This is an optimization exercise on Yosys and OpenROAD, whose aim is small area, not a production implementation.
At most, simulation tests tie the RTL to the original design; equivalence was not proved.
No functional check of the RTL was part of run 3.
Power figures rest on the tool's default switching activity, not on a simulated workload.

## design/flow/run.sh

```bash
#!/bin/bash
# synth_recipe.tcl (not shown) runs the flow's synth.tcl, then flattens the netlist and writes it again
# the make line also repeats each setting of config.mk as NAME=value (left out here)
make -C /OpenROAD-flow-scripts/flow DESIGN_CONFIG=/design/flow/config.mk WORK_HOME=/design/flow/orfs CLKGATE_MAP_FILE= SYNTH_SCRIPT=/design/flow/synth_recipe.tcl finish
```

## design/flow/config.mk

```make
export PLATFORM = sky130hd
export DESIGN_NAME = stopwatch
export DESIGN_NICKNAME = stopwatch
export VERILOG_FILES = /design/flow/design.v
export SDC_FILE = /design/flow/constraint.sdc
export NUM_CORES = 4
export LEC_CHECK = 0
export CAP_MARGIN = 20
export CORE_MARGIN = 2
export CORE_UTILIZATION = 40
export SLEW_MARGIN = 20
```

## design/flow/constraint.sdc

```tcl
create_clock -name core_clock -period 10.0 [get_ports {clk}]
set_input_delay 2.0000 -clock core_clock [delete_from_list [all_inputs] [get_ports {clk}]]
set_output_delay 2.0000 -clock core_clock [all_outputs]
set_load 0.01 [all_outputs]
```

## design/flow/design.v

```verilog
module clock_dividers(
	input clk_in,
	input rst,
	output clk_1hz,
	output clk_2hz,
	output clk_blink,
	output scan_tick,    
	output [1:0] scan_idx  
);
reg [7:0] c0;
reg scan;
reg [4:0] j;
reg [2:0] wave;
wire w0 = (c0 == 8'hec);
wire c0_zero = (c0 == 8'h00);
wire e1 = w0 & scan;
wire jw = (j == 5'd24);
always @(posedge clk_in) begin
	if (rst | w0)
		c0 <= 8'd0;
	else
		c0 <= {c0[6:0], ~(c0[7] ^ c0[5] ^ c0[4] ^ c0[3])};
end
always @(posedge clk_in) begin
	if (rst) begin
		scan <= 1'b0;
		j <= 5'd0;
		wave <= 3'd0;
	end
	else begin
		scan <= scan ^ w0;
		if (e1) begin
			j <= jw ? 5'd0 : j + 5'd1;
			if (jw)
				wave <= wave + 3'd1;
		end
	end
end
assign clk_blink = wave[0];
assign clk_2hz = wave[1];
assign clk_1hz = wave[2];
assign scan_tick = scan & c0_zero;
assign scan_idx = j[1:0] + wave[1:0] + {1'b0, scan & ~c0_zero};
endmodule
module debouncer(
	input clk,
	input btn,
	output reg btn_out,
	output btn_rise
);
reg [15:0] lfsr;
wire z = ~|lfsr[14:0];
wire fb = btn_out | (lfsr[15] ^ lfsr[14] ^ lfsr[12] ^ lfsr[3] ^ z);
always @(posedge clk) begin
	if (!btn) begin
		lfsr <= 16'd0;
		btn_out <= 1'b0;
	end
	else begin
		lfsr <= {lfsr[14:0], fb};
		if (lfsr[15] & z)
			btn_out <= 1'b1;
	end
end
assign btn_rise = btn_out & z & ~lfsr[15];
endmodule
module display(
	input [3:0] number,
	output [6:0] seg
);
localparam [15:0] SEG_A = 16'hfc12;
localparam [15:0] SEG_B = 16'hfc60;
localparam [15:0] SEG_C = 16'hfc04;
localparam [15:0] SEG_D = 16'hfc92;
localparam [15:0] SEG_E = 16'hfeba;
localparam [15:0] SEG_F = 16'hfc8e;
localparam [15:0] SEG_G = 16'hfc83;
assign seg = {SEG_G[number], SEG_F[number], SEG_E[number], SEG_D[number],
	SEG_C[number], SEG_B[number], SEG_A[number]};
endmodule
module counter(
	input rst,
	input pause,
	input adj,
	input sel,
	input clk_sys,
	input clk,
	input clk_adj,
	output reg [3:0] sec_1s,
	output reg [2:0] sec_10s,
	output reg [3:0] min_1s,
	output reg [2:0] min_10s
);
wire clk_sel = adj ? clk_adj : clk;
reg clk_sel_d;
always @(posedge clk_sys)
	clk_sel_d <= clk_sel;
wire tick = clk_sel & ~clk_sel_d & ~pause;
wire sec_wrap = (sec_10s == 3'd5) & (sec_1s == 4'd9);
wire inc_sec = tick & (~adj | sel);
wire inc_min = tick & (adj ? ~sel : sec_wrap);
always @(posedge clk_sys) begin
	if (rst) begin
		sec_1s <= 0;
		sec_10s <= 0;
		min_1s <= 0;
		min_10s <= 0;
	end
	else begin
		if (inc_sec) begin
			sec_1s <= (sec_1s == 4'd9) ? 4'd0 : sec_1s + 4'd1;
			if (sec_1s == 4'd9)
				sec_10s <= (sec_10s == 3'd5) ? 3'd0 : sec_10s + 3'd1;
		end
		if (inc_min) begin
			min_1s <= (min_1s == 4'd9) ? 4'd0 : min_1s + 4'd1;
			if (min_1s == 4'd9)
				min_10s <= (min_10s == 3'd5) ? 3'd0 : min_10s + 3'd1;
		end
	end
end
endmodule
module stopwatch(
	input clk,
	input rst,
	input pause,
	input sel,
	input adj,
	output [6:0] seg,
	output [3:0] an
);
wire rst_out;
wire pause_out;
wire pause_rise;
debouncer rst_btn(
	.clk(clk),
	.btn(rst),
	.btn_out(rst_out),
	.btn_rise()
);
debouncer pause_btn(
	.clk(clk),
	.btn(pause),
	.btn_out(pause_out),
	.btn_rise(pause_rise)
);
reg is_paused;
always @(posedge clk) begin
	if (rst_out)
		is_paused <= 1'b0;
	else if (pause_rise)
		is_paused <= ~is_paused;
end
wire clk_1hz, clk_2hz, clk_blink, scan_tick;
wire [1:0] scan_idx;
clock_dividers divs(
	.clk_in(clk),
	.rst(rst_out),
	.clk_1hz(clk_1hz),
	.clk_2hz(clk_2hz),
	.clk_blink(clk_blink),
	.scan_tick(scan_tick),
	.scan_idx(scan_idx)
);
wire [3:0] sec_1s, min_1s;
wire [2:0] sec_10s, min_10s;
counter count(
	.rst(rst_out),
	.pause(is_paused),
	.adj(adj),
	.sel(sel),
	.clk_sys(clk),
	.clk(clk_1hz),
	.clk_adj(clk_2hz),
	.sec_1s(sec_1s),
	.sec_10s(sec_10s),
	.min_1s(min_1s),
	.min_10s(min_10s)
);
reg [3:0] shown;
reg [3:0] digit;
always @* begin
	case (scan_idx)
		2'd0: digit = {1'b0, min_10s};
		2'd1: digit = min_1s;
		2'd2: digit = {1'b0, sec_10s};
		default: digit = sec_1s;
	endcase
end
wire blank = adj & ~clk_blink & (sel == scan_idx[1]);
always @(posedge clk) begin
	if (rst_out)
		shown <= 4'd15;
	else if (scan_tick)
		shown <= blank ? 4'd10 : digit;
end
display dec(
	.number(shown),
	.seg(seg)
);
wire on = ~&shown;
assign an[3] = ~(on & (scan_idx == 2'd1));
assign an[2] = ~(on & (scan_idx == 2'd2));
assign an[1] = ~(on & (scan_idx == 2'd3));
assign an[0] = ~(on & (scan_idx == 2'd0));
endmodule
```

==> summary.md, run 1 <==
| Metric | Value |
|---|---|
| Status | `complete, no violations` |
| Cell row count | `31` |
| WP data arrival | `2.73 ns` |
| Hold EP | `pause_btn.lfsr[2]` |
| R2R setup slack | `7.32 ns` |
| DRC viols | `0` |
| Die W | `91.02 um` |
| Max-Cap Viols | `0` |
| Worst-Skew Late Latency | `0.33 ns` |
| Initial core utilization | `41.54%` |
| Cts repair resizes | `0` |
| Synth top area share | `46.92%` |
| Post-Syn Area | `3029 um^2` |
| Most common cell after layout, fill and taps aside | `dfxtp_1` |
| Top cells by area, synth | `dfxtp_1, and2_1, xnor2_1, ha_1, o21ai_0` |
| DR vias | `2161` |
| Setup_tns | `0 ns` |
| Sw Share | `23.90%` |
| Clk buf depth | `2` |
| Synthesized instance count | `316` |
| Post-Synthesis Net Count | `331` |
| R2r endpoint | `shown[2]` |
| Worst-path clk slew | `0.07 ns` |
| Reg-to-Reg Start | `divs.c0[3]` |
| Worst Hold Class | `flip-flop to flip-flop` |
| First-pass GRT wire length | `9473 um` |
| Worst Hold Path Cells | `1` |
| Max VDD drop | `58.16 uV` |
| Final setup violation count | `0` |
| Final Hold Viols | `0` |
| Tightest Pin Transition | `0.9783 ns` |
| Synth Area in Compound Gates | `10.53%` |
| Hold buffers post-CTS | `0` |
| Xor and xnor area share after synthesis | `6.815%` |
| Worst Setup End Kind | `primary output` |
| Number of synthesized flops with an enable pin | `0` |
| Clock Tree Root | `clkbuf_8` |
| Hpwl dp | `3881 um` |
| CTS tree | `yes` |
| Total power | `529.5 uW` |
| Max Clock Skew | `0.009696 ns` |
| WP data required | `8.00 ns` |
| Logic pwr share | `7.3%` |
| Most frequent cells in the layout | `dfxtp_1, and2_1, nor2_1` |
| Mux contribution to synthesized area | `4.337%` |
| IO Pins | `16` |
| Syn Area/Cell | `9.586 um^2` |
| Largest family of logic cells by synthesized area | `simple AND/OR/NAND/NOR gates` |
| Ys flop type | `dfxtp_1` |
| Diode count | `0` |
| Largest fanout on the critical path | `7` |
| Number of synthesized register bits | `71` |
| NumNets Final | `346` |
| Fraction of registers with async set/reset | `0%` |
| Layout Cells excl Fill | `433` |
| Setup WS pre-CTS | `5.655 ns` |
| Reg power frac | `57.4%` |
| Synthesis-to-finish area growth | `12.47%` |
| PD cells | `155.4 nW/um^2` |
| CTS Buf Count | `9` |
| Post-route ant nets | `0` |
| Worst Hold Launch | `pause_btn.lfsr[1]` |
| Total iterations of the first detailed-routing run | `4` |
| Postcts setup bufs | `0` |
| Core ar. | `7292 um^2` |
| Grt total ovfl | `0` |
| Cell variety after synth | `47` |
| Crit path launch type | `flip-flop` |
| Peak Freq | `0.2116 GHz` |
| Clock power share | `35.3%` |
| Sw Pwr | `126.6 uW` |
| Initial antenna violation count | `0` |
| GRT Total Usage | `14.21%` |
| Die ar. | `8285 um^2` |
| Final setup margin | `5.273 ns` |
| Slew headroom | `34.69%` |
| Post-Synth Simple-Gate Area | `24.04%` |
| Clock sink total | `71` |
| Share of the yosys chip area belonging to registers | `46.92%` |
| Layout cells sized above 1 | `5.389%` |
| Period utilisation layout | `47.27%` |
| Post-synthesis adder-cell area fraction | `4.378%` |
| # H-tree levels | `3` |
| Critical path class | `flip-flop to primary output` |
| Vias in the first global route | `2082` |
| Die height | `91.02 um` |
| Largest net degree at the start of global routing | `29` |
| Post-Place Cells | `419` |
| PortBufs | `15` |
| Internal | `402.9 uW` |
| RSZ-0062 raised after global routing | `no` |
| Leakage | `1.308 nW` |
| Final Max Tran Viols | `0` |
| Period minus WS final | `4.727 ns` |
| FF-to-FF path depth | `7` |
| Routed wire length per instance | `12.57 um` |
| Vias per cell | `4.991` |
| GPL Wtd Cong | `0.7130` |
| Initial drt markers | `103` |
| Total Wirelength | `5444 um` |
| Cell taking the most area after synthesis | `dfxtp_1` |
| Syn. warnings | `4` |
-- worst max-delay path by stage --
stage | from | endpoint | slack [ns] | depth (start not counted)
6_report | divs.c0[3] | an[1] | 5.27 | 7
5_1_grt | divs.c0[3] | an[3] | 5.08 | 7
4_1_cts | divs.c0[3] | an[1] | 5.26 | 7
3_5_place_dp | divs.c0[3] | an[1] | 5.65 | 7
3_3_place_gp | divs.c0[3] | an[1] | 5.65 | 7
2_1_floorplan | divs.c0[3] | an[3] | 6.21 | 7
-- area by class of cell --
class / count / area (um^2)
fill: 737 / 3885
multi-input combinational: 223 / 1518
sequential: 71 / 1421
timing repair buffer: 15 / 150.1
clock buffer: 10 / 127.6
tap: 99 / 123.9
inverter: 11 / 41.29
clock inverter: 4 / 25.02
-- per-layer routing --
metal / up-vias / GRT usage, % / part of all wire (%)
li1: 1125 / - / -
met1: 1005 / 17.75 / 49
met2: 24 / 22.96 / 47
met3: 7 / 2.988 / 2.7
met4: 0 / 7.576 / 1.7
met5: - / 0 / 0
-- cells by family (layout without fill, tap and decap cells) --
kind of cell               count (synthesis)  count (layout)
and+or+nand+nor                          129             129
DFF                                       71              71
AOI/OAI and AO/OA                         52              52
xor gates and xnor gates                  22              22
buffers and inverters                     22              40
adders and majority gates                 10              10
muxes                                     10              10
-- cells in the mapped netlist, drive strengths merged, types with 5 or more instances --
cell and n:
a21oi 14, nand3 5, mux2i 6, nand2 17, nor2b 10, o21ai 18, nand4 6, inv 11
xnor2 13, nor4 7, clkbuf 8, ha 9, xor2 8, and2 36, nor2 23, dfxtp 71
-- flip-flops by register name, summed over array words and instances (netlist names), 3 cells and up --
signal          flops
count.sec_1s        4
pause_btn.lfsr     16
count.min_10s       3
count.min_1s        4
rst_btn.lfsr       16
count.sec_10s       3
shown               4
divs.wave           3
divs.c0             8
divs.j              5
-- worst max-delay path: stages (launching register included) --
cell and delay [ns]:
dfxtp_1 0.34, nor4_1 0.39, nand2_1 0.08, o21ai_0 0.21, fa_1 0.57, a31oi_1 0.23
nand2_1 0.07, clkdlybuf4s50_1 0.49
-- stage by stage --
| step | cell area [um^2] | hold slack (ns) | utilization, % |
|---|---|---|---|
| global route | 3407 | 0.4773 | 46.72 |
| floorplan | 3029 | 0.4302 | - |
| CTS | 3407 | 0.4581 | 46.72 |
| global placement | 3254 | 0.4353 | 44.63 |
| detailed placement | 3254 | 0.4401 | 44.63 |
| finish | 3407 | 0.4538 | 46.72 |
-- power by group through the flow --
| stage | clock network, mW | logic [mW] | registers [mW] |
|---|---|---|---|
| finish | 0.187 | 0.0388 | 0.304 |
| global route | 0.205 | 0.0434 | 0.306 |
| CTS | 0.195 | 0.0394 | 0.304 |
| detailed placement | 0 | 0.0390 | 0.310 |
| global placement | 0 | 0.0388 | 0.309 |
| floorplan | 0 | 0.0289 | 0.307 |
==> inputs of run 2 (changes only) <==
--- a/design/flow/config.mk
+++ b/design/flow/config.mk
@@ -10,2 +10,5 @@
 export CORE_UTILIZATION = 40
+export CTS_BUF_LIST = sky130_fd_sc_hd__clkbuf_4 sky130_fd_sc_hd__clkbuf_8
+export CTS_CLUSTER_DIAMETER = 500
+export CTS_CLUSTER_SIZE = 100
 export SLEW_MARGIN = 20
==> summary.md, run 2 <==
| Metric | Value |
|---|---|
| Clock power share | `35.6%` |
| Post-route ant nets | `0` |
| Die W | `91.02 um` |
| Largest net degree at the start of global routing | `29` |
| Setup_tns | `0 ns` |
| Initial drt markers | `103` |
| Vias per cell | `4.991` |
| Status | `complete, no violations` |
| Max VDD drop | `58.19 uV` |
| Post-Syn Area | `3029 um^2` |
| Syn. warnings | `4` |
| Met3 GRT Util | `2.988%` |
| Post-Synthesis Net Count | `331` |
| Max Clock Skew | `0.009696 ns` |
| Vias in the first global route | `2082` |
| # H-tree levels | `3` |
| Routed wire length per instance | `12.57 um` |
| Worst-Skew Late Latency | `0.33 ns` |
| Total Wirelength | `5441 um` |
| CP max stage delay | `0.57 ns` |
| Leakage | `1.312 nW` |
| Tightest Pin Transition | `0.9783 ns` |
| Crit path launch type | `flip-flop` |
| RSZ-0062 raised after global routing | `no` |
| Internal | `405.6 uW` |
| Final Core Density | `46.77%` |
| Total iterations of the first detailed-routing run | `4` |
| Share of the yosys chip area belonging to registers | `46.92%` |
| Hold buffers post-CTS | `0` |
| Most frequent cells in the layout | `dfxtp_1, and2_1, nor2_1` |
| Reg power frac | `57.1%` |
| Logic pwr share | `7.3%` |
| CTS Buf Count | `9` |
| NumNets Final | `346` |
| Core ar. | `7292 um^2` |
| DRC viols | `0` |
| Worst-path clk slew | `0.07 ns` |
| GRT Total Usage | `14.21%` |
| Final Hold Viols | `0` |
| Final setup violation count | `0` |
| Syn Area/Cell | `9.586 um^2` |
| CP cell instances | `nor4_1 -> nand2_1 -> o21ai_0 -> fa_1 -> a31oi_1 -> nand2_1 -> clkdlybuf4s50_1` |
| Cell variety after synth | `47` |
| Min Hold Slack | `0.4538 ns` |
| Number of synthesized flops with an enable pin | `0` |
| WP data required | `8.00 ns` |
| Period utilisation layout | `47.27%` |
| Initial antenna violation count | `0` |
| Largest fanout on the critical path | `7` |
| Met2 usage | `22.96%` |
| PD cells | `156.0 nW/um^2` |
| Cell mode on critical path | `nand2_1` |
| Peak Freq | `0.2116 GHz` |
| Die ar. | `8285 um^2` |
| Critical path origin | `divs.c0[3]` |
| Critical path class | `flip-flop to primary output` |
| Synth top area share | `46.92%` |
| Cell taking the most area after synthesis | `dfxtp_1` |
| Top cells by area, synth | `dfxtp_1, and2_1, xnor2_1, ha_1, o21ai_0` |
| Clock sink total | `71` |
| Synthesized instance count | `316` |
| Slew headroom | `34.69%` |
| Max-Cap Viols | `0` |
| IO Pins | `16` |
| Busiest layer in global routing | `met2` |
| WP data arrival | `2.73 ns` |
| Ys flop type | `dfxtp_1` |
| Most common cell after layout, fill and taps aside | `dfxtp_1` |
| GPL Wtd Cong | `0.7130` |
| First-pass GRT wire length | `9473 um` |
| Worst Hold Launch | `pause_btn.lfsr[1]` |
| PortBufs | `15` |
| Synthesis-to-finish area growth | `12.60%` |
| Grt total ovfl | `0` |
| Initial core utilization | `41.54%` |
| Reg-to-Reg Start | `divs.c0[3]` |
| CTS tree | `yes` |
| Diode count | `0` |
| DR vias | `2161` |
| Number of synthesized register bits | `71` |
| Hpwl dp | `3881 um` |
| Die height | `91.02 um` |
| Postcts setup bufs | `0` |
| Clk buf depth | `2` |
| Cts repair resizes | `0` |
| Clock Tree Root | `clkbuf_8` |
| Cell row count | `31` |
| Period minus WS final | `4.727 ns` |
| Worst Hold Class | `flip-flop to flip-flop` |
| Most common cell in the netlist | `dfxtp_1` |
| Post-synth top cells | `dfxtp_1, and2_1, nor2_1` |
| Critical Path Slowest Stage Cell | `fa_1` |
| Sw Share | `23.78%` |
| Fraction of registers with async set/reset | `0%` |
| Worst Setup End Kind | `primary output` |
| Layout cells sized above 1 | `5.689%` |
| GR Util met1 | `17.75%` |
| Final Max Tran Viols | `0` |
| Biggest regs | `pause_btn.lfsr (16), rst_btn.lfsr (16), divs.c0 (8)` |
| Sw Pwr | `126.5 uW` |
-- run 2: cell counts after synthesis --
Identical to the previous run, type by type.
-- run 2: worst max-delay path: cells and delay by family, from the launching register on --
family / cells / cell delay [ns]
AO/OA/AOI/OAI: 2 / 0.44
buffers and inverters: 1 / 0.49
AND/OR/NAND/NOR: 3 / 0.54
adder cells (fa/ha/maj): 1 / 0.57
flip-flops: 1 / 0.34
-- run 2: power groups by stage --
stage / registers, mW / clock network [mW] / logic (mW)
3_3_place_gp: 0.309 / 0 / 0.0388
4_1_cts: 0.304 / 0.198 / 0.0394
6_report: 0.304 / 0.190 / 0.0388
2_1_floorplan: 0.307 / 0 / 0.0289
3_5_place_dp: 0.310 / 0 / 0.0390
5_1_grt: 0.306 / 0.208 / 0.0434
-- run 2: logic make-up (layout without fill, tap and decap cells) --
group	count (synthesis)	count (layout)	synth area share [%]
xor+xnor	22	22	6.815
compound gates	52	52	10.53
mux	10	10	4.337
simple gates	129	129	24.04
buf+inv	22	40	2.974
flops	71	71	46.92
fa+ha+maj	10	10	4.378
-- run 2: worst paths after layout --
check                      end  slack (ns)  depth (start not counted)
min reg2reg  pause_btn.lfsr[2]        0.45                          1
max                      an[1]        5.27                          7
min          pause_btn.lfsr[2]        0.45                          1
max reg2reg           shown[2]        7.32                          7
-- run 2: final cells by class --
cell class,count,area (um^2)
fillers,737,3881
inverters,11,41.29
clock buffers,10,131.4
well taps,99,123.9
repair buffers,15,150.1
clock inverters,4,25.02
flip-flops and latches,71,1421
multi-input cells,223,1518
-- run 2: layer usage --
layer  vias to the layer above  wire, um
met5                         -         0
met4                         0        91
met3                         7       149
met2                        24      2532
met1                      1005      2667
li1                       1125         -
-- run 2: metrics by stage --
step	setup slack [ns]	cells	power, mW	instance area, um^2
after global placement	5.650	419	0.3481	3254
after CTS	5.261	433	0.5406	3411
after detailed placement	5.655	419	0.3490	3254
after global routing	5.078	433	0.5566	3411
after floorplan	6.214	316	0.3361	3029
final	5.273	433	0.5322	3411
==> inputs of run 3 (changes only) <==
--- a/design/flow/design.v
+++ b/design/flow/design.v
@@ -68,13 +68,19 @@
 	input [3:0] number,
-	output [6:0] seg
-);
-localparam [15:0] SEG_A = 16'hfc12;
-localparam [15:0] SEG_B = 16'hfc60;
-localparam [15:0] SEG_C = 16'hfc04;
-localparam [15:0] SEG_D = 16'hfc92;
-localparam [15:0] SEG_E = 16'hfeba;
-localparam [15:0] SEG_F = 16'hfc8e;
-localparam [15:0] SEG_G = 16'hfc83;
-assign seg = {SEG_G[number], SEG_F[number], SEG_E[number], SEG_D[number],
-	SEG_C[number], SEG_B[number], SEG_A[number]};
+	output reg [6:0] seg
+);
+always @* begin
+	case (number)
+		0: seg = 7'b1000000;
+		1: seg = 7'b1111001;
+		2: seg = 7'b0100100;
+		3: seg = 7'b0110000;
+		4: seg = 7'b0011001;
+		5: seg = 7'b0010010;
+		6: seg = 7'b0000010;
+		7: seg = 7'b1111000;
+		8: seg = 7'b0000000;
+		9: seg = 7'b0010000;
+		default: seg = 7'b1111111;
+	endcase
+end
 endmodule
--- a/design/flow/config.mk
+++ b/design/flow/config.mk
@@ -10,5 +10,2 @@
 export CORE_UTILIZATION = 40
-export CTS_BUF_LIST = sky130_fd_sc_hd__clkbuf_4 sky130_fd_sc_hd__clkbuf_8
-export CTS_CLUSTER_DIAMETER = 500
-export CTS_CLUSTER_SIZE = 100
 export SLEW_MARGIN = 20
==> summary.md, run 3 <==
| Metric | Value |
|---|---|
| Hold buffers post-CTS | `0` |
| Syn. warnings | `5` |
| Period utilisation layout | `46.67%` |
| Clock Tree Root | `clkbuf_8` |
| NumNets Final | `354` |
| Slew headroom | `61.11%` |
| Most common cell after layout, fill and taps aside | `dfxtp_1` |
| Post-synth top cells | `dfxtp_1, and2_1, nor2_1` |
| Clk buf depth | `2` |
| Post-route ant nets | `0` |
| IO Pins | `16` |
| Synthesized instance count | `320` |
| Initial antenna violation count | `0` |
| Number of synthesized flops with an enable pin | `0` |
| Peak Freq | `0.2143 GHz` |
| Worst Hold Class | `flip-flop to flip-flop` |
| Fraction of registers with async set/reset | `0%` |
| Hpwl dp | `3687 um` |
| WP data arrival | `2.67 ns` |
| PD cells | `167.2 nW/um^2` |
| Most common cell in the netlist | `dfxtp_1` |
| Initial drt markers | `78` |
| Cell variety after synth | `47` |
| Vias per cell | `4.811` |
| PortBufs | `15` |
| Die W | `93.82 um` |
| Max VDD drop | `100.8 uV` |
| CP max stage delay | `0.54 ns` |
| Largest fanout on the critical path | `11` |
| CTS tree | `yes` |
| Top cells by area, synth | `dfxtp_1, and2_1, xnor2_1, ha_1, mux2i_1` |
| Number of synthesized register bits | `78` |
| Clock sink total | `78` |
| Postcts setup bufs | `0` |
| Tightest Pin Transition | `0.5798 ns` |
| Vias in the first global route | `1992` |
| Worst Setup End Kind | `primary output` |
| CP cell instances | `nor3_1 -> nand3_1 -> nand2_1 -> fa_1 -> xnor3_1 -> nand3b_1 -> clkdlybuf4s50_1` |
| CTS Buf Count | `9` |
| Max Clock Skew | `0.01540 ns` |
| Critical path class | `flip-flop to primary output` |
| Post-Syn Area | `3227 um^2` |
| Critical Path Slowest Stage Cell | `clkdlybuf4s50_1` |
| Total Wirelength | `5361 um` |
| Final Hold Viols | `0` |
| Die ar. | `8801 um^2` |
| Crit-path leading delay family | `simple AND/OR/NAND/NOR gates` |
| GPL Wtd Cong | `0.7746` |
| Final Core Density | `47.34%` |
| # H-tree levels | `3` |
| DR vias | `2141` |
| Cell row count | `32` |
| DRC viols | `0` |
| Final Max Tran Viols | `0` |
| Ys flop type | `dfxtp_1` |
| GRT Total Usage | `13.37%` |
| Buf+Inv Stages, Crit Path | `1` |
| WP data required | `8.00 ns` |
| Routed wire length per instance | `12.05 um` |
| Cell taking the most area after synthesis | `dfxtp_1` |
| FF/Latch Area | `1562 um^2` |
| Final setup violation count | `0` |
| Syn Area/Cell | `10.08 um^2` |
| Most frequent cells in the layout | `dfxtp_1, and2_1, nor2_1` |
| Status | `complete, no violations` |
| Synth top area share | `48.39%` |
| Die height | `93.82 um` |
| Synthesis-to-finish area growth | `13.96%` |
| Multi-input gate area | `1575 um^2` |
| Initial core utilization | `41.54%` |
| Grt total ovfl | `0` |
| Largest net degree at the start of global routing | `30` |
| Fill cells | `742` |
| Layout cells sized above 1 | `8.455%` |
| Leakage | `1.467 nW` |
| Worst-path clk slew | `0.08 ns` |
| Biggest regs | `pause_btn.lfsr (16), rst_btn.lfsr (16), divs.c0 (8)` |
| Share of the yosys chip area belonging to registers | `48.39%` |
| Period minus WS final | `4.667 ns` |
| Max-Cap Viols | `0` |
| Crit path launch type | `flip-flop` |
| Worst-Skew Late Latency | `0.34 ns` |
| Diode count | `0` |
| Setup_tns | `0 ns` |
| Total iterations of the first detailed-routing run | `4` |
| First-pass GRT wire length | `9142 um` |
| Post-Synthesis Net Count | `336` |
| Cts repair resizes | `0` |
| Core ar. | `7767 um^2` |
| RSZ-0062 raised after global routing | `no` |
[run 3: cell count changes after synthesis, moves of 5 or more]
| cell | before | now |
|---|---|---|
| o21ai_0 | 18 | 5 |
| mux2i_1 | 6 | 12 |
| a21oi_1 | 14 | 19 |
| nand2_1 | 17 | 12 |
| dfxtp_1 | 71 | 78 |
[run 3: layout make-up]
class	instances	share of cell area (%)
Sequential cell	78	42.46
Timing Repair Buffer	16	4.287
Clock inverter	5	1.531
Tap cell	102	3.471
Inverter	12	1.293
Multi-Input combinational cell	221	42.84
Clock buffer	11	4.117
[run 3: logic make-up (layout without fill, tap and decap cells)]
| logic type | Yosys count | in the layout | share of synthesized area (%) |
|---|---|---|---|
| AND/OR/NAND/NOR | 133 | 133 | 24.23 |
| flip-flops | 78 | 78 | 48.39 |
| AO/OA/AOI/OAI | 37 | 37 | 7.833 |
| XOR/XNOR | 26 | 26 | 7.483 |
| buffers and inverters | 21 | 44 | 2.792 |
| multiplexers | 14 | 14 | 4.769 |
| adder cells (fa/ha/maj) | 11 | 11 | 4.498 |
[run 3: report_power, final]
group,switching (mW),internal [mW]
logic,0.0177,0.0217
clock network,0.114,0.129
registers,0.00826,0.324
[run 3: per-layer routing]
layer,wire (um),GRT usage [%],up-vias
met2,2271,19.88,25
met4,136,7.246,0
met3,182,4.254,10
met1,2770,17.18,975
met5,0,0,-
li1,-,-,1131
[run 3: final timing paths]
kind	from	end	slack, ns	depth (start not counted)
max	divs.c0[4]	an[0]	5.33	7
min	pause_btn.lfsr[13]	pause_btn.lfsr[14]	0.45	1
max reg2reg	divs.c0[4]	seg[4]	6.28	14
min reg2reg	pause_btn.lfsr[13]	pause_btn.lfsr[14]	0.45	1
[run 3: through the flow]
step / hold slack (ns) / worst slack (ns) / cells / area, um^2 / total power, mW
final: 0.4535 / 5.333 / 445 / 3677 / 0.6150
after CTS: 0.4519 / 5.319 / 445 / 3677 / 0.6201
after detailed placement: 0.4463 / 5.452 / 429 / 3470 / 0.3786
after global placement: 0.4382 / 5.506 / 429 / 3470 / 0.3781
after floorplan: 0.4302 / 6.150 / 320 / 3227 / 0.3657
after global routing: 0.4696 / 5.165 / 445 / 3677 / 0.6400
==> inputs of run 4 (changes only) <==
--- a/design/flow/design.v
+++ b/design/flow/design.v
@@ -16,3 +16,3 @@
 wire e1 = w0 & scan;
-wire jw = (j == 5'd24);
+wire jw = j[4] & j[3];
 always @(posedge clk_in) begin
@@ -23,2 +23,4 @@
 end
+wire e2 = e1 & jw;
+wire j3c = e1 & j[2] & j[1] & j[0];
 always @(posedge clk_in) begin
@@ -31,7 +33,10 @@
 		scan <= scan ^ w0;
-		if (e1) begin
-			j <= jw ? 5'd0 : j + 5'd1;
-			if (jw)
-				wave <= wave + 3'd1;
-		end
+		j[0] <= j[0] ^ (e1 & ~jw);
+		j[1] <= j[1] ^ (e1 & j[0]);
+		j[2] <= j[2] ^ (e1 & j[1] & j[0]);
+		j[3] <= j[3] ^ (e2 | j3c);
+		j[4] <= j[4] ^ (e2 | (j3c & j[3]));
+		wave[0] <= wave[0] ^ e2;
+		wave[1] <= wave[1] ^ (e2 & wave[0]);
+		wave[2] <= wave[2] ^ (e2 & wave[1] & wave[0]);
 	end
@@ -50,3 +55,5 @@
 );
-reg [15:0] lfsr;
+localparam [15:0] INV = 16'haaaa;
+reg [15:0] sr;
+wire [15:0] lfsr = sr ^ INV;
 wire z = ~|lfsr[14:0];
@@ -55,3 +62,3 @@
 	if (!btn) begin
-		lfsr <= 16'd0;
+		sr <= INV;
 		btn_out <= 1'b0;
@@ -59,3 +66,3 @@
 	else begin
-		lfsr <= {lfsr[14:0], fb};
+		sr <= {lfsr[14:0], fb} ^ INV;
 		if (lfsr[15] & z)
@@ -68,19 +75,13 @@
 	input [3:0] number,
-	output reg [6:0] seg
-);
-always @* begin
-	case (number)
-		0: seg = 7'b1000000;
-		1: seg = 7'b1111001;
-		2: seg = 7'b0100100;
-		3: seg = 7'b0110000;
-		4: seg = 7'b0011001;
-		5: seg = 7'b0010010;
-		6: seg = 7'b0000010;
-		7: seg = 7'b1111000;
-		8: seg = 7'b0000000;
-		9: seg = 7'b0010000;
-		default: seg = 7'b1111111;
-	endcase
-end
+	output [6:0] seg
+);
+localparam [15:0] SEG_A = 16'hfc12;
+localparam [15:0] SEG_B = 16'hfc60;
+localparam [15:0] SEG_C = 16'hfc04;
+localparam [15:0] SEG_D = 16'hfc92;
+localparam [15:0] SEG_E = 16'hfeba;
+localparam [15:0] SEG_F = 16'hfc8e;
+localparam [15:0] SEG_G = 16'hfc83;
+assign seg = {SEG_G[number], SEG_F[number], SEG_E[number], SEG_D[number],
+	SEG_C[number], SEG_B[number], SEG_A[number]};
 endmodule
@@ -94,6 +95,6 @@
 	input clk_adj,
-	output reg [3:0] sec_1s,
-	output reg [2:0] sec_10s,
-	output reg [3:0] min_1s,
-	output reg [2:0] min_10s
+	output [3:0] sec_1s,
+	output [2:0] sec_10s,
+	output [3:0] min_1s,
+	output [2:0] min_10s
 );
@@ -104,23 +105,30 @@
 wire tick = clk_sel & ~clk_sel_d & ~pause;
-wire sec_wrap = (sec_10s == 3'd5) & (sec_1s == 4'd9);
+wire sec_wrap = sec_10s[2] & sec_10s[0] & sec_1s[3] & sec_1s[0];
 wire inc_sec = tick & (~adj | sel);
 wire inc_min = tick & (adj ? ~sel : sec_wrap);
-always @(posedge clk_sys) begin
+bcd60 sec(.clk(clk_sys), .rst(rst), .inc(inc_sec), .ones(sec_1s), .tens(sec_10s));
+bcd60 min(.clk(clk_sys), .rst(rst), .inc(inc_min), .ones(min_1s), .tens(min_10s));
+endmodule
+module bcd60(
+	input clk,
+	input rst,
+	input inc,
+	output reg [3:0] ones,
+	output reg [2:0] tens
+);
+wire e1 = inc & ones[0];
+wire e10 = e1 & ones[3];
+always @(posedge clk) begin
 	if (rst) begin
-		sec_1s <= 0;
-		sec_10s <= 0;
-		min_1s <= 0;
-		min_10s <= 0;
+		ones <= 4'd0;
+		tens <= 3'd0;
 	end
 	else begin
-		if (inc_sec) begin
-			sec_1s <= (sec_1s == 4'd9) ? 4'd0 : sec_1s + 4'd1;
-			if (sec_1s == 4'd9)
-				sec_10s <= (sec_10s == 3'd5) ? 3'd0 : sec_10s + 3'd1;
-		end
-		if (inc_min) begin
-			min_1s <= (min_1s == 4'd9) ? 4'd0 : min_1s + 4'd1;
-			if (min_1s == 4'd9)
-				min_10s <= (min_10s == 3'd5) ? 3'd0 : min_10s + 3'd1;
-		end
+		ones[0] <= ones[0] ^ inc;
+		ones[1] <= ones[1] ^ (e1 & ~ones[3]);
+		ones[2] <= ones[2] ^ (e1 & ones[1]);
+		ones[3] <= ones[3] ^ (e1 & (ones[3] | (ones[2] & ones[1])));
+		tens[0] <= tens[0] ^ e10;
+		tens[1] <= tens[1] ^ (e10 & tens[0] & ~tens[2]);
+		tens[2] <= tens[2] ^ (e10 & tens[0] & (tens[2] | tens[1]));
 	end
--- a/design/flow/config.mk
+++ b/design/flow/config.mk
@@ -10,2 +10,3 @@
 export CORE_UTILIZATION = 40
+export CTS_BUF_LIST = sky130_fd_sc_hd__clkbuf_2 sky130_fd_sc_hd__clkbuf_8
 export SLEW_MARGIN = 20
==> summary.md, run 4 <==
| Metric | Value |
|---|---|
| Routed wire length per instance | `11.18 um` |
| Total power | `843.7 uW` |
| Post-synthesis adder-cell area fraction | `5.319%` |
| Max Clock Skew | `0.01080 ns` |
| Most common cell after layout, fill and taps aside | `dfxtp_1` |
| Initial antenna violation count | `0` |
| Worst Hold Class | `flip-flop to flip-flop` |
| Hold EP | `rst_btn.sr[3]` |
| Total Wirelength | `4865 um` |
| Diode count | `0` |
| R2r endpoint | `shown[0]` |
| # H-tree levels | `3` |
| Tightest Pin Transition | `0.6093 ns` |
| Period minus WS final | `4.652 ns` |
| Worst Setup End Kind | `primary output` |
| Share of the yosys chip area belonging to registers | `47.95%` |
| DRC viols | `0` |
| Core ar. | `7214 um^2` |
| Max VDD drop | `137.8 uV` |
| Final setup violation count | `0` |
| Sw Share | `27.59%` |
| Most frequent cells in the layout | `dfxtp_1, nand2_1, nor2b_1` |
| Slew headroom | `59.32%` |
| Reg-to-Reg Start | `divs.c0[4]` |
| Largest net degree at the start of global routing | `36` |
| DR vias | `2068` |
| Largest fanout on the critical path | `5` |
| Synthesis-to-finish area growth | `16.38%` |
| WP data arrival | `2.65 ns` |
| PD cells | `244.6 nW/um^2` |
| Number of synthesized flops with an enable pin | `0` |
| Critical Path Slowest Stage Cell | `clkdlybuf4s50_1` |
| Layout cells sized above 1 | `7.143%` |
| Vias in the first global route | `1922` |
| Largest family of logic cells by synthesized area | `simple AND/OR/NAND/NOR gates` |
| Met2 usage | `20.80%` |
| Xor and xnor area share after synthesis | `8.189%` |
| Internal | `610.9 uW` |
| CP cell instances | `nor4_1 -> nand2_1 -> nand2_1 -> fa_1 -> xnor2_1 -> xnor2_1 -> nand3_1 -> clkdlybuf4s50_1` |
| IO Pins | `16` |
| Final Core Density | `47.81%` |
| Met3 GRT Util | `3.772%` |
| Number of synthesized register bits | `71` |
| Worst-Skew Late Latency | `0.34 ns` |
| Grt total ovfl | `0` |
| Fraction of registers with async set/reset | `0%` |
| NumNets Final | `348` |
| Syn Area/Cell | `9.410 um^2` |
| Cts repair resizes | `0` |
| Ys flop type | `dfxtp_1` |
| R2R setup slack | `7.54 ns` |
| Period utilisation layout | `46.52%` |
| PortBufs | `15` |
| Post-Syn Area | `2964 um^2` |
| Vias per cell | `4.754` |
| Logic pwr share | `22.6%` |
| Synth top area share | `47.95%` |
| Synthesized instance count | `315` |
| Worst-path clk slew | `0.07 ns` |
| GR Util met1 | `16.03%` |
| Syn. warnings | `5` |
| Critical path class | `flip-flop to primary output` |
| Leakage | `1.379 nW` |
| Die ar. | `8114 um^2` |
| Total iterations of the first detailed-routing run | `4` |
| Post-Synth Simple-Gate Area | `25.03%` |
| Peak Freq | `0.2149 GHz` |
| Busiest layer in global routing | `met2` |
| Post-route ant nets | `0` |
| FF-to-FF path depth | `7` |
| CP max stage delay | `0.54 ns` |
| Final Hold Viols | `0` |
| CTS tree | `yes` |
| Cell row count | `31` |
| Postcts setup bufs | `0` |
| Worst Hold Launch | `rst_btn.sr[2]` |
| Most common cell in the netlist | `dfxtp_1` |
| Sw Pwr | `232.8 uW` |
| Clock power share | `32.8%` |
| Clock Tree Root | `clkbuf_8` |
| Cell variety after synth | `38` |
| Post-synth top cells | `dfxtp_1, nand2_1, nor2b_1` |
| Hpwl dp | `3535 um` |
| Die height | `90.08 um` |
| Cell taking the most area after synthesis | `dfxtp_1` |
| Synth Area in Compound Gates | `6.290%` |
| Initial drt markers | `73` |
| Initial core utilization | `41.09%` |
| Max-Cap Viols | `0` |
| Biggest regs | `pause_btn.sr (16), rst_btn.sr (16), divs.c0 (8)` |
| GPL Wtd Cong | `0.7712` |
| CTS Buf Count | `9` |
| GRT Total Usage | `12.96%` |
| First-pass GRT wire length | `8459 um` |
| Mux contribution to synthesized area | `4.728%` |
| Worst Hold Path Cells | `1` |
| Hold buffers post-CTS | `0` |
| WP data required | `8.00 ns` |
| Die W | `90.08 um` |
| Top cells by area, synth | `dfxtp_1, nor2b_1, xnor2_1, nand2_1, ha_1` |
| Post-Synthesis Net Count | `332` |
| Crit path launch type | `flip-flop` |
| Final Max Tran Viols | `0` |
| Status | `complete, no violations` |
| Fill cells | `717` |
| Setup_tns | `0 ns` |
| Clk buf depth | `2` |
| Clock sink total | `71` |
| RSZ-0062 raised after global routing | `no` |
| Reg power frac | `44.6%` |
-- run 4: cell type report --
cell class,count,area [um^2],area share [%]
well taps,99,123.9,3.591
flip-flops and latches,71,1421,41.20
repair buffers,16,157.7,4.570
clock inverters,5,105.1,3.047
multi-input cells,225,1469,42.58
inverters,8,30.03,0.8705
clock buffers,11,142.6,4.135
-- run 4: critical path: cells and delay by family (launching register included) --
kind,cells,cell delay (ns)
fa+ha+maj,1,0.44
buf+inv,1,0.54
flops,1,0.38
xor+xnor,2,0.61
simple gates,4,0.35
-- run 4: power groups by stage --
stage | Sequential (mW) | Combinational (mW) | Clock, mW
floorplan | 0.367 | 0.148 | 0
global placement | 0.381 | 0.191 | 0
detailed placement | 0.383 | 0.192 | 0
CTS | 0.377 | 0.194 | 0.285
global route | 0.384 | 0.219 | 0.293
finish | 0.376 | 0.191 | 0.277
-- run 4: worst max path at each step --
stage | start | end | slack [ns] | cells after the start
6_report | divs.c0[4] | an[0] | 5.35 | 8
3_3_place_gp | divs.c0[3] | an[0] | 5.74 | 8
5_1_grt | divs.c0[5] | an[0] | 5.13 | 8
4_1_cts | divs.c0[4] | an[0] | 5.29 | 8
2_1_floorplan | divs.c0[3] | an[1] | 6.28 | 7
3_5_place_dp | divs.c0[3] | an[0] | 5.67 | 8
-- run 4: metal layers --
| metal | vias up | routed length [um] |
|---|---|---|
| met3 | 6 | 141 |
| li1 | 1083 | - |
| met2 | 16 | 2210 |
| met5 | - | 0 |
| met1 | 963 | 2433 |
| met4 | 0 | 80 |
-- run 4: stage by stage --
stage | hold slack, ns | instance area [um^2] | worst slack [ns] | cells
after floorplan | 0.3524 | 2964 | 6.284 | 315
after global placement | 0.3646 | 3202 | 5.737 | 419
after detailed placement | 0.3635 | 3202 | 5.675 | 419
after CTS | 0.3765 | 3450 | 5.294 | 435
after global routing | 0.3889 | 3450 | 5.128 | 435
final | 0.3741 | 3450 | 5.348 | 435
-- run 4: logic make-up after synthesis --
logic type / count (synthesis)
compound gates: 30
xor+xnor: 26
fa+ha+maj: 12
buf+inv: 19
flops: 71
mux: 10
simple gates: 147
==> inputs of run 5 (changes only) <==
--- a/design/flow/config.mk
+++ b/design/flow/config.mk
@@ -10,3 +10,3 @@
 export CORE_UTILIZATION = 40
-export CTS_BUF_LIST = sky130_fd_sc_hd__clkbuf_2 sky130_fd_sc_hd__clkbuf_8
+export CTS_BUF_LIST = sky130_fd_sc_hd__clkbuf_4
 export SLEW_MARGIN = 20
==> summary.md, run 5 <==
| Metric | Value |
|---|---|
| Cell taking the most area after synthesis | `dfxtp_1` |
| Fill cells | `721` |
| Critical Path Slowest Stage Cell | `clkdlybuf4s50_1` |
| FF/Latch Area | `1421 um^2` |
| Final Hold Viols | `0` |
| DRC viols | `0` |
| Synth top area share | `47.95%` |
| Crit-path leading delay family | `XOR/XNOR gates` |
| Cts repair resizes | `0` |
| Core ar. | `7214 um^2` |
| WP data arrival | `2.75 ns` |
| Syn. warnings | `5` |
| Multi-input gate area | `1469 um^2` |
| Most frequent cells in the layout | `dfxtp_1, nand2_1, nor2b_1` |
| Tightest Pin Transition | `0.6014 ns` |
| CP max stage delay | `0.54 ns` |
| Hpwl dp | `3535 um` |
| Routed wire length per instance | `11.17 um` |
| Number of synthesized register bits | `71` |
| Post-Place Cells | `419` |
| Post-route ant nets | `0` |
| Biggest regs | `pause_btn.sr (16), rst_btn.sr (16), divs.c0 (8)` |
| Critical path class | `flip-flop to primary output` |
| Die W | `90.08 um` |
| Post-Syn Area | `2964 um^2` |
| Buf+Inv Stages, Crit Path | `1` |
| Vias per cell | `4.800` |
| Share of the yosys chip area belonging to registers | `47.95%` |
| # H-tree levels | `3` |
| Synthesis-to-finish area growth | `14.23%` |
| Cell row count | `31` |
| Initial antenna violation count | `0` |
| Initial core utilization | `41.09%` |
| Hold buffers post-CTS | `0` |
| Die height | `90.08 um` |
| Worst-path clk slew | `0.12 ns` |
| Die ar. | `8114 um^2` |
| Setup_tns | `0 ns` |
| Postcts setup bufs | `0` |
| Fraction of registers with async set/reset | `0%` |
| IO Pins | `16` |
| Max Clock Skew | `0.01411 ns` |
| Max VDD drop | `128.1 uV` |
| DR vias | `2088` |
| RSZ-0062 raised after global routing | `no` |
| Top cells by area, synth | `dfxtp_1, nor2b_1, xnor2_1, nand2_1, ha_1` |
| Slew headroom | `59.85%` |
| Most common cell in the netlist | `dfxtp_1` |
| First-pass GRT wire length | `8542 um` |
| Post-synth top cells | `dfxtp_1, nand2_1, nor2b_1` |
| PortBufs | `15` |
| CP cell instances | `nor4_1 -> nand2_1 -> nand2_1 -> fa_1 -> xnor2_1 -> xnor2_1 -> nand3_1 -> clkdlybuf4s50_1` |
| GPL Wtd Cong | `0.7712` |
| Grt total ovfl | `0` |
| Worst-Skew Late Latency | `0.42 ns` |
| CTS Buf Count | `9` |
| Syn Area/Cell | `9.410 um^2` |
| Status | `complete, no violations` |
| Total power | `793.6 uW` |
| NumNets Final | `348` |
| Worst Hold Class | `flip-flop to flip-flop` |
| Vias in the first global route | `1927` |
| Leakage | `1.351 nW` |
| Max-Cap Viols | `0` |
| PD cells | `234.4 nW/um^2` |
| Clock Tree Root | `clkbuf_4` |
| Largest net degree at the start of global routing | `36` |
| Clk buf depth | `2` |
| Clock sink total | `71` |
| Layout cells sized above 1 | `6.845%` |
| CTS tree | `yes` |
| Peak Freq | `0.2107 GHz` |
| Worst Setup End Kind | `primary output` |
| WP data required | `8.00 ns` |
| Final setup violation count | `0` |
| GRT Total Usage | `13.21%` |
| Min Hold Slack | `0.3724 ns` |
| Ys flop type | `dfxtp_1` |
| Synthesized instance count | `315` |
| Cell variety after synth | `38` |
| Layout Cells excl Fill | `435` |
| Period minus WS final | `4.746 ns` |
| Most common cell after layout, fill and taps aside | `dfxtp_1` |
| Crit path launch type | `flip-flop` |
| Largest fanout on the critical path | `5` |
| Number of synthesized flops with an enable pin | `0` |
| Diode count | `0` |
| Total Wirelength | `4858 um` |
| Total iterations of the first detailed-routing run | `4` |
| Post-Synthesis Net Count | `332` |
| Period utilisation layout | `47.46%` |
| Initial drt markers | `65` |
| Final Max Tran Viols | `0` |
## run 5: cell counts after synthesis
No cell type changed its count.
## run 5: per-layer routing
metal  GRT usage [%]  routed length (um)  share of wire (%)
met2           20.99                2185                 45
met4           8.462                 138                2.8
met5               0                   0                  0
met3           3.018                 119                2.4
met1           16.13                2414                 50
## run 5: worst register-to-register path, cell delays in order (launching register included)
cell and delay, ns:
dfxtp_1 0.40, nor4_1 0.08, nand2_1 0.07, nand2_1 0.08, fa_1 0.44, xnor2_1 0.45, mux4_2 0.57, o41ai_1 0.29
## run 5: worst paths after layout
| check | slack, ns | to | from | cells after the start |
|---|---|---|---|---|
| worst max register to register | 7.53 | shown[0] | divs.c0[4] | 7 |
| worst min-delay path | 0.37 | rst_btn.sr[3] | rst_btn.sr[2] | 1 |
| worst max-delay path | 5.25 | an[0] | divs.c0[4] | 8 |
| worst min register to register | 0.37 | rst_btn.sr[3] | rst_btn.sr[2] | 1 |
## run 5: layout make-up
type | count | area share [%]
multi-input cells | 225 | 43.39
flip-flops and latches | 71 | 41.98
inverters | 8 | 0.8869
repair buffers | 16 | 4.656
well taps | 99 | 3.659
clock inverters | 6 | 3.215
clock buffers | 10 | 2.217
## run 5: cell families (layout without fill, tap and decap cells)
family                   Yosys count  count (layout)  share of synthesized area, %
flip-flops                        71              71                         47.95
AO/OA/AOI/OAI                     30              30                         6.290
buffers and inverters             19              40                         2.490
multiplexers                      10              10                         4.728
adder cells (fa/ha/maj)           12              12                         5.319
XOR/XNOR                          26              26                         8.189
AND/OR/NAND/NOR                  147             147                         25.03
## run 5: metrics by stage
stage	util (%)	area [um^2]	setup WS, ns
floorplan	-	2964	6.284
global placement	44.38	3202	5.737
detailed placement	44.38	3202	5.675
CTS	46.93	3386	5.180
global route	46.93	3386	5.026
finish	46.93	3386	5.254
## run 5: where the power goes
group / switching, mW / total, mW / internal (mW)
Combinational: 0.0840 / 0.191 / 0.107
Clock: 0.0982 / 0.227 / 0.129
Sequential: 0.0456 / 0.376 / 0.330
Total: 0.228 / 0.794 / 0.566
==> inputs of run 6 (changes only) <==
==> design/flow/flow/run.sh (new file) <==
#!/bin/bash
# Own layout flow: the standard synthesis, then the combinational logic
# re-mapped for area with an area-oriented ABC script (every register instance
# of the standard synthesis is kept as it is), then the standard layout
# steps with a leaner clock tree (no dummy loads, clkbuf_4 only).
# Each tool's output goes to a log file of its own in the work folder.
set -euo pipefail
WORK=$(pwd)
FLOWDIR=$WORK/flow
RES=$WORK/orfs/results/${FLOW_PLATFORM:-sky130hd}/stopwatch/base
YOSYS=${FLOW_HOME:-/OpenROAD-flow-scripts/flow}/../tools/install/yosys/bin/yosys
[ -x "$YOSYS" ] || YOSYS=yosys

bash standard.sh synth > "$WORK/run_synth.log" 2>&1
cp "$RES/1_2_yosys.v" "$WORK/standard_synth.v"
(cd "$WORK" && "$YOSYS" -c "$FLOWDIR/remap.tcl") > "$WORK/run_remap.log" 2>&1
cp "$WORK/remapped.v" "$RES/1_2_yosys.v"
rm -f "$RES/1_synth.odb" "$RES/1_synth.sdc"
bash standard.sh \
	"CTS_ARGS=-sink_clustering_enable -repair_clock_nets -dont_use_dummy_load -buf_list {sky130_fd_sc_hd__clkbuf_4 sky130_fd_sc_hd__clkbuf_8}" \
	"BUFFER_PORTS_ARGS=-buffer_cell sky130_fd_sc_hd__buf_1" \
	finish > "$WORK/run_layout.log" 2>&1
==> design/flow/flow/area.abc (new file) <==
strash
&get -n
&st
&syn2
&dch -f
&nf -R 1000
&put
strash
&get -n
&st
&syn2
&dch -f
&nf -R 1000
&put
==> design/flow/flow/remap.tcl (new file) <==
# Re-map the combinational cells of the standard synthesis for area. The
# flip-flop cells are black boxes, so they and their instance names stay.
set lib $::env(FLOW_HOME)/platforms/sky130hd/lib/sky130_fd_sc_hd__tt_025C_1v80.lib
set dont_use {}
foreach c {sky130_fd_sc_hd__lpflow_bleeder_1 sky130_fd_sc_hd__lpflow_clkbufkapwr_1 sky130_fd_sc_hd__lpflow_clkbufkapwr_16 sky130_fd_sc_hd__lpflow_clkbufkapwr_2 sky130_fd_sc_hd__lpflow_clkbufkapwr_4 sky130_fd_sc_hd__lpflow_clkbufkapwr_8 sky130_fd_sc_hd__lpflow_clkinvkapwr_1 sky130_fd_sc_hd__lpflow_clkinvkapwr_16 sky130_fd_sc_hd__lpflow_clkinvkapwr_2 sky130_fd_sc_hd__lpflow_clkinvkapwr_4 sky130_fd_sc_hd__lpflow_clkinvkapwr_8 sky130_fd_sc_hd__lpflow_decapkapwr_12 sky130_fd_sc_hd__lpflow_decapkapwr_3 sky130_fd_sc_hd__lpflow_decapkapwr_4 sky130_fd_sc_hd__lpflow_decapkapwr_6 sky130_fd_sc_hd__lpflow_decapkapwr_8 sky130_fd_sc_hd__lpflow_inputiso0n_1 sky130_fd_sc_hd__lpflow_inputiso0p_1 sky130_fd_sc_hd__lpflow_inputiso1n_1 sky130_fd_sc_hd__lpflow_inputiso1p_1 sky130_fd_sc_hd__lpflow_inputisolatch_1 sky130_fd_sc_hd__lpflow_isobufsrc_1 sky130_fd_sc_hd__lpflow_isobufsrc_16 sky130_fd_sc_hd__lpflow_isobufsrc_2 sky130_fd_sc_hd__lpflow_isobufsrc_4 sky130_fd_sc_hd__lpflow_isobufsrc_8 sky130_fd_sc_hd__lpflow_isobufsrckapwr_16 sky130_fd_sc_hd__lpflow_lsbuf_lh_hl_isowell_tap_1 sky130_fd_sc_hd__lpflow_lsbuf_lh_hl_isowell_tap_2 sky130_fd_sc_hd__lpflow_lsbuf_lh_hl_isowell_tap_4 sky130_fd_sc_hd__lpflow_lsbuf_lh_isowell_4 sky130_fd_sc_hd__lpflow_lsbuf_lh_isowell_tap_1 sky130_fd_sc_hd__lpflow_lsbuf_lh_isowell_tap_2 sky130_fd_sc_hd__lpflow_lsbuf_lh_isowell_tap_4 sky130_fd_sc_hd__probe_p_8 sky130_fd_sc_hd__probec_p_8} { lappend dont_use -dont_use $c }
yosys read_liberty -ignore_miss_func $lib
yosys read_verilog standard_synth.v
yosys blackbox sky130_fd_sc_hd__df* sky130_fd_sc_hd__edf* sky130_fd_sc_hd__sdf* sky130_fd_sc_hd__dl*
yosys hierarchy -top stopwatch
yosys flatten
yosys opt_clean -purge
yosys abc -script flow/area.abc -liberty $lib {*}$dont_use
yosys opt_clean -purge
yosys read_liberty -lib -overwrite $lib
yosys hilomap -singleton -hicell sky130_fd_sc_hd__conb_1 HI -locell sky130_fd_sc_hd__conb_1 LO
yosys insbuf -buf sky130_fd_sc_hd__buf_4 A X
yosys check -assert
yosys tee -o remap_stat.txt stat -liberty $lib
yosys write_verilog -noattr -nohex -nodec remapped.v
==> design/flow/standard.sh (new file) <==
#!/bin/bash
# synth_recipe.tcl (not shown) runs the flow's synth.tcl, then flattens the netlist and writes it again
# the make line also repeats each setting of config.mk as NAME=value (left out here)
make -C /OpenROAD-flow-scripts/flow DESIGN_CONFIG=/design/flow/config.mk WORK_HOME=/design/flow/orfs CLKGATE_MAP_FILE= SYNTH_SCRIPT=/design/flow/synth_recipe.tcl "${@:-finish}"
--- a/design/flow/config.mk
+++ b/design/flow/config.mk
@@ -10,3 +10,2 @@
 export CORE_UTILIZATION = 40
-export CTS_BUF_LIST = sky130_fd_sc_hd__clkbuf_4
 export SLEW_MARGIN = 20
removed: design/flow/run.sh
==> summary.md, run 6 <==
| Metric | Value |
|---|---|
| Status | `complete, no violations` |
| Die height | `85.65 um` |
| Die W | `85.65 um` |
| NumNets Final | `316` |
| Total iterations of the first detailed-routing run | `4` |
| Post-route ant nets | `0` |
| DRC viols | `0` |
| GPL Wtd Cong | `0.7747` |
| Tightest Pin Transition | `0.9420 ns` |
| CTS Buf Count | `9` |
| GR Util met1 | `16.01%` |
| Cts repair resizes | `0` |
| Clock sink total | `71` |
| Vias per cell | `5.008` |
| Vias in the first global route | `1766` |
| Final Max Tran Viols | `0` |
| Core ar. | `6386 um^2` |
| Clk buf depth | `2` |
| Slew headroom | `36.75%` |
| Most common cell after layout, fill and taps aside | `dfxtp_1` |
| Reg-to-Reg Start | `divs.c0[4]` |
| Initial antenna violation count | `0` |
| Leakage | `1.120 nW` |
| Clock Tree Root | `clkbuf_8` |
| Biggest regs | `pause_btn.sr (16), rst_btn.sr (16), divs.c0 (8)` |
| WP data arrival | `3.05 ns` |
| Initial core utilization | `41.75%` |
| Crit path launch type | `flip-flop` |
| RSZ-0062 raised after global routing | `no` |
| Met2 usage | `21.80%` |
| Syn. warnings | `5` |
| Worst Setup End Kind | `primary output` |
| Grt total ovfl | `0` |
| Period minus WS final | `5.051 ns` |
| Hold buffers post-CTS | `0` |
| Largest net degree at the start of global routing | `23` |
| Die ar. | `7335 um^2` |
| Max VDD drop | `158.7 uV` |
| Fin area | `2950 um^2` |
| Post-Synthesis Net Count | `289` |
| Synthesis-to-finish area growth | `10.65%` |
| DR vias | `1933` |
| Cell row count | `29` |
| Min Hold Slack | `0.3810 ns` |
| CTS tree | `yes` |
| R2R setup slack | `6.59 ns` |
| Hpwl dp | `3247 um` |
| Busiest layer in global routing | `met2` |
| WP data required | `8.00 ns` |
| Worst-path clk slew | `0.07 ns` |
| CP Capture Point | `an[2]` |
| Total Wirelength | `4552 um` |
| Synthesized instance count | `284` |
| IO Pins | `16` |
| Period utilisation layout | `50.51%` |
| Worst-Skew Late Latency | `0.33 ns` |
| Peak Freq | `0.1980 GHz` |
| Met3 GRT Util | `3.561%` |
| PD cells | `285.9 nW/um^2` |
| Setup_tns | `0 ns` |
| Layout cells sized above 1 | `3.883%` |
| Setup WS pre-CTS | `5.289 ns` |
| Post-Syn Area | `2666 um^2` |
| Initial drt markers | `70` |
| Final setup margin | `4.949 ns` |
| Critical path class | `flip-flop to primary output` |
| Post-DP Area | `2826 um^2` |
| Largest fanout on the critical path | `12` |
| Worst Hold Class | `flip-flop to flip-flop` |
| R2r endpoint | `shown[2]` |
| GRT Total Usage | `13.46%` |
| # H-tree levels | `3` |
| Diode count | `0` |
| Syn Area/Cell | `9.388 um^2` |
| Routed wire length per instance | `11.79 um` |
| Most frequent cells in the layout | `dfxtp_1, nand2_1, nor2_1` |
| Final Hold Viols | `0` |
| Final setup violation count | `0` |
| First-pass GRT wire length | `7679 um` |
| PortBufs | `15` |
| Max-Cap Viols | `0` |
| Max Clock Skew | `0.02152 ns` |
| FF-to-FF path depth | `8` |
| Critical path origin | `divs.c0[4]` |
| Postcts setup bufs | `0` |
## run 6: cell types whose count changed in the layout (fill, tap and decap cells not counted), moves of 9 or more
cell / before / now
buf_1: 0 / 15
clkdlybuf4s50_1: 15 / 0
nor2b_1: 34 / 19
ha_1: 11 / 0
nor3_1: 4 / 15
and2_0: 0 / 10
clkbuf_4: 10 / 0
clkbuf_8: 0 / 9
## run 6: report_power, final
part / switching, mW / internal [mW] / leakage [nW]
Clock: 0.0875 / 0.0801 / 0.0647
Sequential: 0.0652 / 0.345 / 0.583
Combinational: 0.137 / 0.128 / 0.472
Total: 0.290 / 0.553 / 1.12
## run 6: worst min-delay path by stage
stage,end,slack (ns),cells past startpoint,from
5_1_grt,pause_btn.sr[9],0.41,1,pause_btn.sr[8]
6_report,pause_btn.sr[9],0.38,1,pause_btn.sr[8]
3_3_place_gp,rst_btn.sr[5],0.37,1,rst_btn.sr[4]
2_1_floorplan,pause_btn.sr[7],0.36,1,pause_btn.sr[6]
4_1_cts,pause_btn.sr[9],0.38,1,pause_btn.sr[8]
3_5_place_dp,pause_btn.sr[7],0.37,1,pause_btn.sr[6]
## run 6: stage by stage
step	instances	power, mW	utilization, %
after floorplan	284	0.6120	-
after global placement	377	0.6809	44.26
after detailed placement	377	0.6832	44.26
after CTS	386	0.8545	46.20
after global routing	386	0.9079	46.20
final	386	0.8434	46.20
## run 6: worst max-delay path: stages (launching register included)
cell and delay [ns]:
dfxtp_1 0.32, or3_1 0.38, or4_1 0.40, nor3_1 0.24
nand2b_1 0.19, a21oi_1 0.09, xnor2_1 0.76, nand2b_1 0.19
buf_1 0.15
## run 6: final cells by class
cell class	instances	area (um^2)
Tap cell	77	96.34
Inverter	4	15.01
Clock buffer	9	123.9
Timing Repair Buffer	16	63.81
Multi-Input combinational cell	209	1230
Fill cell	619	3436
Sequential cell	71	1421
## run 6: layer usage
layer / wire length, um / vias up / part of all wire, %
met3: 147 / 12 / 3.2
met4: 98 / 0 / 2.2
met5: 0 / - / 0
met1: 2208 / 870 / 49
met2: 2098 / 32 / 46
li1: - / 1019 / -
==> inputs of run 7 (changes only) <==
--- a/design/flow/flow/run.sh
+++ b/design/flow/flow/run.sh
@@ -19,3 +19,3 @@
 bash standard.sh \
-	"CTS_ARGS=-sink_clustering_enable -repair_clock_nets -dont_use_dummy_load -buf_list {sky130_fd_sc_hd__clkbuf_4 sky130_fd_sc_hd__clkbuf_8}" \
+	"CTS_ARGS=-sink_clustering_enable -sink_clustering_size 10 -sink_clustering_max_diameter 50 -repair_clock_nets -dont_use_dummy_load -buf_list sky130_fd_sc_hd__clkbuf_4" \
 	"BUFFER_PORTS_ARGS=-buffer_cell sky130_fd_sc_hd__buf_1" \
==> summary.md, run 7 <==
| Metric | Value |
|---|---|
| Status | `complete, no violations` |
| CP cell instances | `or3_1 -> or4_1 -> nor3_1 -> nand2b_1 -> a21oi_1 -> xnor2_1 -> nand2b_1 -> buf_1` |
| Synthesized instance count | `284` |
| Initial drt markers | `49` |
| Total power | `798.7 uW` |
| CTS tree | `yes` |
| Fill cells | `627` |
| Clock sink total | `71` |
| FF-to-FF path depth | `8` |
| Die ar. | `7335 um^2` |
| Reg-to-Reg Start | `divs.c0[4]` |
| Largest fanout on the critical path | `12` |
| Reg power frac | `51.3%` |
| Critical path class | `flip-flop to primary output` |
| Crit path launch type | `flip-flop` |
| Initial antenna violation count | `0` |
| PortBufs | `15` |
| Cell mode on critical path | `nand2b_1` |
| Crit. path cell count | `8` |
| R2R setup slack | `6.57 ns` |
| Total Wirelength | `4527 um` |
| Synthesis-to-finish area growth | `8.541%` |
| WP data arrival | `3.13 ns` |
| Clock power share | `15.4%` |
| Max-Cap Viols | `0` |
| Core ar. | `6386 um^2` |
| Worst Setup End Kind | `primary output` |
| Hold buffers post-CTS | `0` |
| Final Hold Viols | `0` |
| Most frequent cells in the layout | `dfxtp_1, nand2_1, nor2_1` |
| Logic pwr share | `33.3%` |
| Diode count | `0` |
| Postcts setup bufs | `0` |
| Total iterations of the first detailed-routing run | `4` |
| Syn Area/Cell | `9.388 um^2` |
| Max Clock Skew | `0.03160 ns` |
| DRC viols | `0` |
| Worst Hold Class | `flip-flop to flip-flop` |
| Period utilisation layout | `51.30%` |
| Sw Pwr | `284.1 uW` |
| Cell row count | `29` |
| Critical path origin | `divs.c0[4]` |
| CP max stage delay | `0.77 ns` |
| Buf+Inv Stages, Crit Path | `1` |
| Setup_tns | `0 ns` |
| Clock Tree Root | `clkbuf_4` |
| Leakage | `1.096 nW` |
| Clk buf depth | `2` |
| Internal | `514.6 uW` |
| Period minus WS final | `5.130 ns` |
| GRT Total Usage | `13.22%` |
| IO Pins | `16` |
| Biggest regs | `pause_btn.sr (16), rst_btn.sr (16), divs.c0 (8)` |
| Final Max Tran Viols | `0` |
| Most common cell after layout, fill and taps aside | `dfxtp_1` |
| NumNets Final | `316` |
| Die height | `85.65 um` |
| Vias per cell | `4.997` |
| Initial core utilization | `41.75%` |
| Vias in the first global route | `1741` |
| # H-tree levels | `3` |
| Post-Synthesis Net Count | `289` |
| Sw Share | `35.57%` |
| CP Capture Point | `an[2]` |
| Worst-path clk slew | `0.10 ns` |
| Worst-Skew Late Latency | `0.39 ns` |
| Hpwl dp | `3247 um` |
| Critical Path Slowest Stage Cell | `xnor2_1` |
| Post-Syn Area | `2666 um^2` |
| Post-route ant nets | `0` |
| GPL Wtd Cong | `0.7747` |
| WP data required | `8.00 ns` |
| Routed wire length per instance | `11.73 um` |
| Crit-path leading delay family | `simple AND/OR/NAND/NOR gates` |
| Grt total ovfl | `0` |
| Syn. warnings | `5` |
| Tightest Pin Transition | `0.9550 ns` |
| Max VDD drop | `154.7 uV` |
| Die W | `85.65 um` |
| First-pass GRT wire length | `7631 um` |
| PD cells | `276.0 nW/um^2` |
| R2r endpoint | `shown[2]` |
| RSZ-0062 raised after global routing | `no` |
| Largest net degree at the start of global routing | `23` |
| Cts repair resizes | `0` |
| Final setup violation count | `0` |
| DR vias | `1929` |
| CTS Buf Count | `9` |
| Slew headroom | `35.88%` |
| Peak Freq | `0.1949 GHz` |
| Layout cells sized above 1 | `3.883%` |
[run 7: changes by cell type in the layout (fill, tap and decap cells not counted)]
| cell | previous run | this run |
|---|---|---|
| clkbuf_4 | 0 | 9 |
| clkbuf_8 | 9 | 0 |
[run 7: worst min-delay path by stage]
stage / startpoint / to / slack, ns / depth (start not counted)
global route: pause_btn.sr[8] / pause_btn.sr[9] / 0.40 / 1
CTS: pause_btn.sr[8] / pause_btn.sr[9] / 0.38 / 1
floorplan: pause_btn.sr[6] / pause_btn.sr[7] / 0.36 / 1
global placement: rst_btn.sr[4] / rst_btn.sr[5] / 0.37 / 1
detailed placement: pause_btn.sr[6] / pause_btn.sr[7] / 0.37 / 1
finish: pause_btn.sr[8] / pause_btn.sr[9] / 0.38 / 1
[run 7: cell type report]
type	count	area, um^2	area share, %
Sequential cell	71	1421	49.11
Multi-Input combinational cell	209	1230	42.50
Tap cell	77	96.34	3.329
Clock buffer	9	67.56	2.335
Timing Repair Buffer	16	63.81	2.205
Inverter	4	15.01	0.5188
[run 7: power by group through the flow]
stage / Clock, mW / Combinational (mW) / Sequential [mW]
2_1_floorplan: 0 / 0.214 / 0.398
3_3_place_gp: 0 / 0.267 / 0.414
3_5_place_dp: 0 / 0.267 / 0.416
4_1_cts: 0.131 / 0.269 / 0.410
5_1_grt: 0.141 / 0.301 / 0.421
6_report: 0.123 / 0.266 / 0.409
[run 7: per-layer routing]
layer	routed length, um	GRT usage (%)	vias up
met1	2208	16.25	871
met2	2107	21.52	30
met4	62	7.359	0
met5	0	0	-
li1	-	-	1023
met3	149	2.887	5
[run 7: metrics by stage]
step,cells,instance area (um^2),utilization (%),setup WS (ns),hold slack (ns)
global placement,377,2826,44.26,5.329,0.3734
floorplan,284,2666,-,5.642,0.3646
detailed placement,377,2826,44.26,5.289,0.3744
CTS,386,2894,45.32,4.821,0.3785
global route,386,2894,45.32,4.637,0.3987
finish,386,2894,45.32,4.870,0.3774

[re-timing with driven ports]
No port has a modelled driver above. Below, the same layouts with a new extraction and two added sets of constraints.
Step 1 (the two cells are an assumption about what drives the block):
set clk [get_ports {clk}]
set_driving_cell -lib_cell sky130_fd_sc_hd__clkbuf_16 $clk
set_driving_cell -lib_cell sky130_fd_sc_hd__buf_2 [delete_from_list [all_inputs] $clk]
Step 2 times the ports against the registers' clock, not the clock port: input delays grow and output delays shrink by t, the midpoint of the rising clock arrivals with the driver on.
a / b / c = ideal ports / drivers / drivers and shift; a / b = the first two.
run | t (ns) | slack for setup (ns) | worst register clock-pin slew, ns
run 1 | 0.361 | 5.273 / 5.242 / 5.603 | 0.07 / 0.07
run 2 | 0.361 | 5.273 / 5.241 / 5.602 | 0.07 / 0.07
run 3 | 0.370 | 5.333 / 5.299 / 5.425 | 0.08 / 0.08
run 4 | 0.363 | 5.348 / 5.319 / 5.682 | 0.08 / 0.08
run 5 | 0.437 | 5.254 / 5.227 / 5.664 | 0.12 / 0.12
run 6 | 0.350 | 4.949 / 4.922 / 5.271 | 0.07 / 0.07
run 7 | 0.399 | 4.870 / 4.846 / 5.245 | 0.11 / 0.11
After both steps setup and hold are still met in every run listed.
